From an optimization exercise on the open Yosys and OpenROAD flow, aimed at small area; shortcuts taken in it are not production practice. The RTL was checked by simulation tests, not by an equivalence proof against the original design.

==> flow/design.v (outline; a module is shown in full before it is edited, if it fits) <==
// module process_r_dds_0_cbkb_cos: 522 lines
// module process_r_dds_0_cbkb_sin: 522 lines
// module process_r_dds_0_fcud: 71 lines
// module dds_mac_muladd_16eOg: 319 lines
// module dds_mac_mulsub_18dEe: 333 lines
// module process_r: 100 lines
module process_r (
        ap_clk,
        ap_rst,
        ap_start,
        ap_done,
        ap_idle,
        ap_ready,
        ap_ce,
        incr_V,
        ap_return_0,
        ap_return_1
);
  // ...
==> flow/flow/run.sh <==
#!/bin/bash
# Own flow: the standard layout (standard.sh), with the synthesis
# script replaced by flow/my_synth.tcl (no early generic ABC pass, so that
# full adders are extracted with their polarity; area-oriented ABC mapping).
set -euo pipefail
here=$(pwd)
export FLOW_FLOW_ABC_SCRIPT=$here/flow/abc_area.script
sed "s#SYNTH_SCRIPT=[^ ]*#SYNTH_SCRIPT=$here/flow/my_synth.tcl#" standard.sh > my_standard.sh
grep -q "SYNTH_SCRIPT=$here/flow/my_synth.tcl" my_standard.sh
bash my_standard.sh > flow_make.log 2>&1
==> flow/flow/abc_area.script <==
strash
ifraig
dc2
strash
&get -n
&dch -f
&nf
&put
topo
stime -c
buffer -c
upsize -c
dnsize -c
==> flow/flow/my_synth.tcl <==
# The standard synthesis (synth_recipe.tcl), except that yosys synth skips
# its early generic ABC pass (-noabc), and the final ABC
# mapping uses flow/abc_area.script: area-oriented mapping followed by
# ABC's buffering and sizing. Registers are mapped exactly as in the
# standard synthesis; only the combinational mapping differs.
proc synth {args} { yosys synth -nofsm -noshare -noabc {*}$args }
proc abc {args} {
  set i [lsearch -exact $args -script]
  if { $i >= 0 } {
    lset args [expr {$i + 1}] $::env(FLOW_FLOW_ABC_SCRIPT)
  }
  yosys abc {*}$args
}
source $::env(SCRIPTS_DIR)/synth.tcl
# left out here: clear keep_hierarchy, flatten, clean up, hide names made inside functions, write 1_2_yosys.v
==> flow/standard.sh <==
#!/bin/bash
# synth_recipe.tcl (not shown) runs the flow's synth.tcl, then flattens the netlist and writes it again
# the make line also repeats each setting of config.mk as NAME=value (left out here)
make -C /OpenROAD-flow-scripts/flow DESIGN_CONFIG=/design/flow/config.mk WORK_HOME=/design/flow/orfs CLKGATE_MAP_FILE= SYNTH_SCRIPT=/design/flow/synth_recipe.tcl "${@:-finish}"
==> flow/config.mk <==
export PLATFORM = sky130hd
export DESIGN_NAME = process_r
export DESIGN_NICKNAME = process_r
export VERILOG_FILES = /design/flow/design.v
export SDC_FILE = /design/flow/constraint.sdc
export NUM_CORES = 4
export LEC_CHECK = 0
export CAP_MARGIN = 30
export CORE_MARGIN = 5
export CORE_UTILIZATION = 45
export CTS_CLUSTER_DIAMETER = 80
export CTS_CLUSTER_SIZE = 25
export SLEW_MARGIN = 30
export SYNTH_MEMORY_MAX_BITS = 32768
==> flow/constraint.sdc <==
create_clock -name core_clock -period 9.0 [get_ports {ap_clk}]
set_input_delay 1.8000 -clock core_clock [delete_from_list [all_inputs] [get_ports {ap_clk}]]
set_output_delay 1.8000 -clock core_clock [all_outputs]
set_load 0.01 [all_outputs]
==> flow_summary.ini, run 1 <==
[run_status]
status = finished clean

[detailed_routing]
highest_layer = met5
drt_iter0_drc = 4664
routed-wl-met2_mm = 68.9

[global_routing]
grt_max_degree = 134
grtUsageMet3_pct = 10.7
grt_pass1_vias = 33323
antenna_found_initial = 15

[clock_tree]
htree_levels = 1
cts_buffers = 26
postCtsSetupBuffers = 0

[layout]
multiInputGateArea_um2 = 23400

[timing]
setup_slack_ps = 1190
maxSlewViolCount = 0
fin_skew_ps = 20.8

[synthesis]
synth_top_area_cell = edfxtp_1
synth_top_area_share_pct = 30.6
yosysMostFrequentCell = edfxtp_1
syn_area_um2 = 37500
syn_inst = 4002
synth_edf_count = 382

[critical_path]
rrSetupSlack_ps = 1190
critical_path.top_delay_family = compound AO/OA/AOI/OAI gates

[die]
die_h_um = 299
==> inputs of run 2 (changes only) <==
--- a/flow/config.mk
+++ b/flow/config.mk
@@ -8,7 +8,7 @@
 export CAP_MARGIN = 30
 export CORE_MARGIN = 5
 export CORE_UTILIZATION = 45
-export CTS_CLUSTER_DIAMETER = 80
-export CTS_CLUSTER_SIZE = 25
+export CTS_CLUSTER_DIAMETER = 100
+export CTS_CLUSTER_SIZE = 30
 export SLEW_MARGIN = 30
 export SYNTH_MEMORY_MAX_BITS = 32768
==> flow_summary.ini, run 2 <==
[run_status]
status = finished clean

[timing]
maxSlewHeadroom_pct = 20.8
hold_viol = 0
tns_ps = 0
worst_slew_pin_slew_ps = 1170
finalSetupViolations = 0
fin_skew_ps = 20.8
setup_slack_ps = 1220
fmax_ghz = 0.128
maxSlewViolCount = 0
finalCriticalPeriod_ps = 7780
grt_setup_unrepaired = false
timing.final.crit_share_pct = 86.5

[critical_path]
critPathSlowestCell = fa_1
path_class = reg -> reg
r2r_cells = 28
worstPathRequired_ps = 9320
rr_endpoint = upx_q
cp-endpoint = upx_q
cp-startpoint = fw_q[7]
critPathCaptureType = register
startpoint_type = register
crit_path_max_fanout = 29
r2r_start = fw_q[7]
rrSetupSlack_ps = 1220
cp_common_cell = fa_1
max_stage_delay_ps = 540
cp.arrival_ps = 8110

[layout]
final_common_cell = edfxtp_1
reg_top3 = ph: 294 flops, acc: 32 flops
fin_area_um2 = 40700
largest_register_ffs = 294
nNetsFinal = 4415
layout_common_cells = edfxtp_1 (382), a21oi_1 (322), nand2_1 (320), nor2_1 (294), xnor2_1 (294)
drive_above_1_share_pct = 7.29
top_register = ph
synthToLayoutAreaGrowth_pct = 8.55

[detailed_routing]
vias = 33958
wl_per_cell_um = 32.2
drc = 0
firstDrtPassIters = 8
drt_iter0_drc = 4512
postRouteAntennaNets = 0
viasPerCell = 6.74
wl_mm = 162

[synthesis]
syn_area_um2 = 37500
synthArstFlopShare_pct = 0
synthTopCellsByCount = edfxtp_1 (382), nand2_1 (324), a21oi_1 (323), nor2_1 (308), xnor2_1 (300)
yosysMostFrequentCell = edfxtp_1
ys_ff_latch = 431
synth_edf_count = 382
synth_ff_type = edfxtp_1
syn_avg_cell_area_um2 = 9.36
yosys-top-cells-area = edfxtp_1 (31%), fa_1 (12%), xnor2_1 (7.0%), ha_1 (6.7%), a21oi_1 (4.3%)
synth_top_area_share_pct = 30.6
synth_cell_type_count = 77
synth_top_area_cell = edfxtp_1
yosys_warnings = 4
syn_inst = 4002
yosysSeqAreaShare_pct = 33.2
synth.net_count = 4465

[worst_hold_path]
min-delay-start = ph[9][20]
hold_class = reg -> reg

[die]
start_util_pct = 45.5
dieArea_um2 = 89100
die_w_um = 299
boundaryPins = 71
core-area_um2 = 82400
die_h_um = 299
placementRows = 105

[place]
placed_cell_area_um2 = 40000
port_buffers = 70
hpwlAfterDp_mm = 119
place.gp.congestion = 1.08
dp_slack_ps = 1180

[global_routing]
gr-total-overflow = 0
grt_pass1_wl_mm = 233
grt_max_degree = 134
grt_use_total_pct = 35.1
antenna_found_initial = 13
grt_pass1_vias = 33254

[clock_tree]
cts_resized = 0
clk_pin_slew_ps = 100
ctsHoldBuffers = 0
htree_levels = 1
cts_sinks = 431
cts_buffers = 20
tritoncts = built
cts.path.max_buffers = 3
postCtsSetupBuffers = 0
cts_root_buf = clkbuf_16
clk_latency_ps = 580

[run]
cap_violations = 0
-- run 2: cell types whose count changed in the layout (fill, tap and decap cells not counted), sizes merged --
| cell | change |
|---|---|
| bufinv | -1 |
| clkbuf | -8 |
| clkinv | -1 |
| clkinvlp | -1 |
| diode | -2 |
| inv | -2 |
-- run 2: how the worst min path moves through the flow --
| stage | endpoint | slack, ps | cells past startpoint |
|---|---|---|---|
| after floorplan | ph[10][0] | 400 | 0 |
| after global placement | ph[10][0] | 400 | 0 |
| after detailed placement | ph[10][13] | 400 | 0 |
| after CTS | ph[13][12] | 410 | 0 |
| after global routing | ph[8][17] | 420 | 0 |
| final | ph[10][20] | 410 | 0 |
-- run 2: cells by family after synthesis --
kind of cell | Yosys count | share of synthesized area, %
AOI/OAI and AO/OA | 1302 | 22.5
xor gates and xnor gates | 344 | 8.04
adders and majority gates | 427 | 18.8
buffers and inverters | 505 | 5.06
DFF | 431 | 33.2
muxes | 45 | 1.22
and+or+nand+nor | 948 | 11.1
-- run 2: metal layers --
layer,track usage (%),up-vias,routed length [µm]
li1,-,14537,-
met1,44.4,16416,62200
met2,52.6,2256,68500
met3,10.8,729,17900
met4,22.3,20,13600
met5,0,-,140
-- run 2: cell type report --
cell class	instances	area, µm²
fill	7861	41700
multi-input combinational	3066	23400
sequential	431	12500
timing repair buffer	243	2110
tap	1070	1340
inverter	190	713
clock buffer	27	527
clock inverter	8	110
antenna	4	10.0
-- run 2: worst max-delay path, delay by kind of cell, from the launching register on --
family | cells | cell delay (ps)
AOI/OAI and AO/OA | 15 | 2860
adders and majority gates | 6 | 2560
buffers and inverters | 2 | 660
and+or+nand+nor | 3 | 560
DFF | 1 | 490
xor gates and xnor gates | 2 | 390
-- run 2: stage by stage --
| step | utilization, % | std cells | hold slack, ps |
|---|---|---|---|
| after global placement | 48.4 | 4995 | 400 |
| after detailed placement | 48.6 | 5000 | 405 |
| after floorplan | - | 4002 | 400 |
| final | 49.4 | 5039 | 412 |
| after CTS | 49.3 | 5035 | 410 |
| after global routing | 49.4 | 5035 | 422 |
==> inputs of run 3 (changes only) <==
--- a/flow/config.mk
+++ b/flow/config.mk
@@ -5,10 +5,10 @@
 export SDC_FILE = /design/flow/constraint.sdc
 export NUM_CORES = 4
 export LEC_CHECK = 0
-export CAP_MARGIN = 30
+export CAP_MARGIN = 25
 export CORE_MARGIN = 5
 export CORE_UTILIZATION = 45
 export CTS_CLUSTER_DIAMETER = 100
 export CTS_CLUSTER_SIZE = 30
-export SLEW_MARGIN = 30
+export SLEW_MARGIN = 25
 export SYNTH_MEMORY_MAX_BITS = 32768
==> flow_summary.ini, run 3 <==
[synthesis]
yosys_warnings = 4
synth_top_area_share_pct = 30.6
synth_top_area_cell = edfxtp_1
ys_ff_latch = 431
syn_avg_cell_area_um2 = 9.36
synthArstFlopShare_pct = 0
synthTopCellsByCount = edfxtp_1 (382), nand2_1 (324), a21oi_1 (323), nor2_1 (308), xnor2_1 (300)
yosys-top-cells-area = edfxtp_1 (31%), fa_1 (12%), xnor2_1 (7.0%), ha_1 (6.7%), a21oi_1 (4.3%)
syn_area_um2 = 37500
yosysSeqAreaShare_pct = 33.2
syn_inst = 4002
synth.net_count = 4465
yosysMostFrequentCell = edfxtp_1
synth_cell_type_count = 77
synth_edf_count = 382
synth_ff_type = edfxtp_1

[clock_tree]
clk_pin_slew_ps = 110
cts_sinks = 431
cts_buffers = 20
postCtsSetupBuffers = 0
clk_latency_ps = 580
tritoncts = built
cts_resized = 0
cts_root_buf = clkbuf_16
cts.path.max_buffers = 3
ctsHoldBuffers = 0
htree_levels = 1

[layout]
final_common_cell = edfxtp_1
drive_above_1_share_pct = 7.12
nFillCells = 7899
layout_common_cells = edfxtp_1 (382), a21oi_1 (322), nand2_1 (320), nor2_1 (296), xnor2_1 (294)
largest_register_ffs = 294
top_register = ph
synthToLayoutAreaGrowth_pct = 8.49
reg_top3 = ph: 294 flops, acc: 32 flops
layout.cells.non_filler = 5043
nNetsFinal = 4412

[place]
hpwlAfterDp_mm = 119
place.gp.congestion = 1.08
placed_cells = 4996
port_buffers = 70

[timing]
worst_slew_pin_slew_ps = 1350
finalSetupViolations = 0
maxSlewHeadroom_pct = 9.34
hold_viol = 0
timing.final.crit_share_pct = 87.8
fin_skew_ps = 21.6
tns_ps = 0
finalCriticalPeriod_ps = 7900
fmax_ghz = 0.127
maxSlewViolCount = 0
grt_setup_unrepaired = false

[critical_path]
max_stage_delay_ps = 540
crit_path_max_fanout = 29
r2r_start = fw_q[7]
worstPathRequired_ps = 9330
cp-startpoint = fw_q[7]
critPathCaptureType = register
cp_common_cell = fa_1
critPathSlowestCell = fa_1
cp.arrival_ps = 8230
path_class = reg -> reg
startpoint_type = register

[detailed_routing]
wl_per_cell_um = 32.4
drt_iter0_drc = 4548
vias = 34145
drc = 0
wl_mm = 163
postRouteAntennaNets = 0
viasPerCell = 6.77
firstDrtPassIters = 8

[die]
die_w_um = 299
boundaryPins = 71
core-area_um2 = 82400
placementRows = 105
die_h_um = 299
start_util_pct = 45.5
dieArea_um2 = 89100

[run]
cap_violations = 0

[global_routing]
grt_pass1_vias = 32996
grt_pass1_wl_mm = 234
antenna_found_initial = 13
grt_max_degree = 134
grt_use_total_pct = 35.3
gr-total-overflow = 0

[run_status]
status = finished clean

[worst_hold_path]
min-delay-start = ph[10][1]
hold_class = reg -> reg
run 3: final cells by class:
type	count	area, µm²	area share (%)
Multi-Input combinational cell	3066	23400	57.5
Sequential cell	431	12500	30.6
Timing Repair Buffer	240	2100	5.16
Tap cell	1070	1340	3.29
Inverter	190	713	1.75
Clock buffer	28	531	1.31
Clock inverter	7	110	0.271
Antenna cell	11	27.5	0.0677
run 3: stage by stage:
stage / cell area (µm²) / setup WS (ps) / utilization [%] / hold slack [ps]
2_1_floorplan: 37500 / 1480 / - / 400
3_3_place_gp: 39900 / 1310 / 48.4 / 400
3_5_place_dp: 39900 / 1120 / 48.5 / 405
4_1_cts: 40600 / 1080 / 49.3 / 416
5_1_grt: 40600 / 750 / 49.3 / 422
6_report: 40600 / 1100 / 49.3 / 414
run 3: critical path: cells and delay by family (launching register included):
family	cells	cell delay, ps
adder cells (fa/ha/maj)	6	2560
AND/OR/NAND/NOR	3	580
XOR/XNOR	2	390
AO/OA/AOI/OAI	15	2930
flip-flops	1	490
buffers and inverters	2	670
run 3: routing by layer:
metal | up-vias | global-route usage, % | wire length, µm
met5 | - | 0.703 | 90
met2 | 2359 | 52.8 | 69300
met3 | 701 | 11.8 | 19500
met1 | 16542 | 44.5 | 61700
met4 | 12 | 21.0 | 12800
li1 | 14531 | - | -
run 3: cells by family (layout without fill, tap and decap cells):
| family | Yosys count | count (layout) | synth area share, % |
|---|---|---|---|
| AO/OA/AOI/OAI | 1302 | 1302 | 22.5 |
| XOR/XNOR | 344 | 344 | 8.04 |
| buffers and inverters | 505 | 465 | 5.06 |
| adder cells (fa/ha/maj) | 427 | 427 | 18.8 |
| other | 0 | 11 | 0 |
| multiplexers | 45 | 45 | 1.22 |
| AND/OR/NAND/NOR | 948 | 948 | 11.1 |
| flip-flops | 431 | 431 | 33.2 |
run 3: worst paths after layout:
| kind | to | cells after the start | slack (ps) |
|---|---|---|---|
| setup / recovery | upx_q | 28 | 1100 |
| hold / removal | ph[11][1] | 0 | 410 |
| setup reg to reg | upx_q | 28 | 1100 |
| hold reg to reg | ph[11][1] | 0 | 410 |

re-timing with driven ports:
The results above use ideal ports. As a check the final layouts listed here were re-extracted and re-timed, cells and wires unchanged. Step 1: set_driving_cell puts a clkbuf_16 on ap_clk and a buf_2 on each other input, an assumption about the parent block. Step 2, shift: input delay + t, output delay - t, t = (earliest + latest rising clock arrival at the registers) / 2. This alone moves slack from input paths to output paths. Slacks: ideal ports / drivers / drivers and shift; pairs: ideal ports / drivers.
run | shift t [ns] | setup WS [ns] | hold WS [ns]
run 1 | 0.641 | 1.188 / 1.188 / 1.188 | 0.413 / 0.413 / 0.413
run 2 | 0.631 | 1.216 / 1.216 / 1.216 | 0.412 / 0.412 / 0.412
run 3 | 0.629 | 1.098 / 1.098 / 1.098 | 0.414 / 0.414 / 0.414
After both steps every run listed still meets setup and hold.
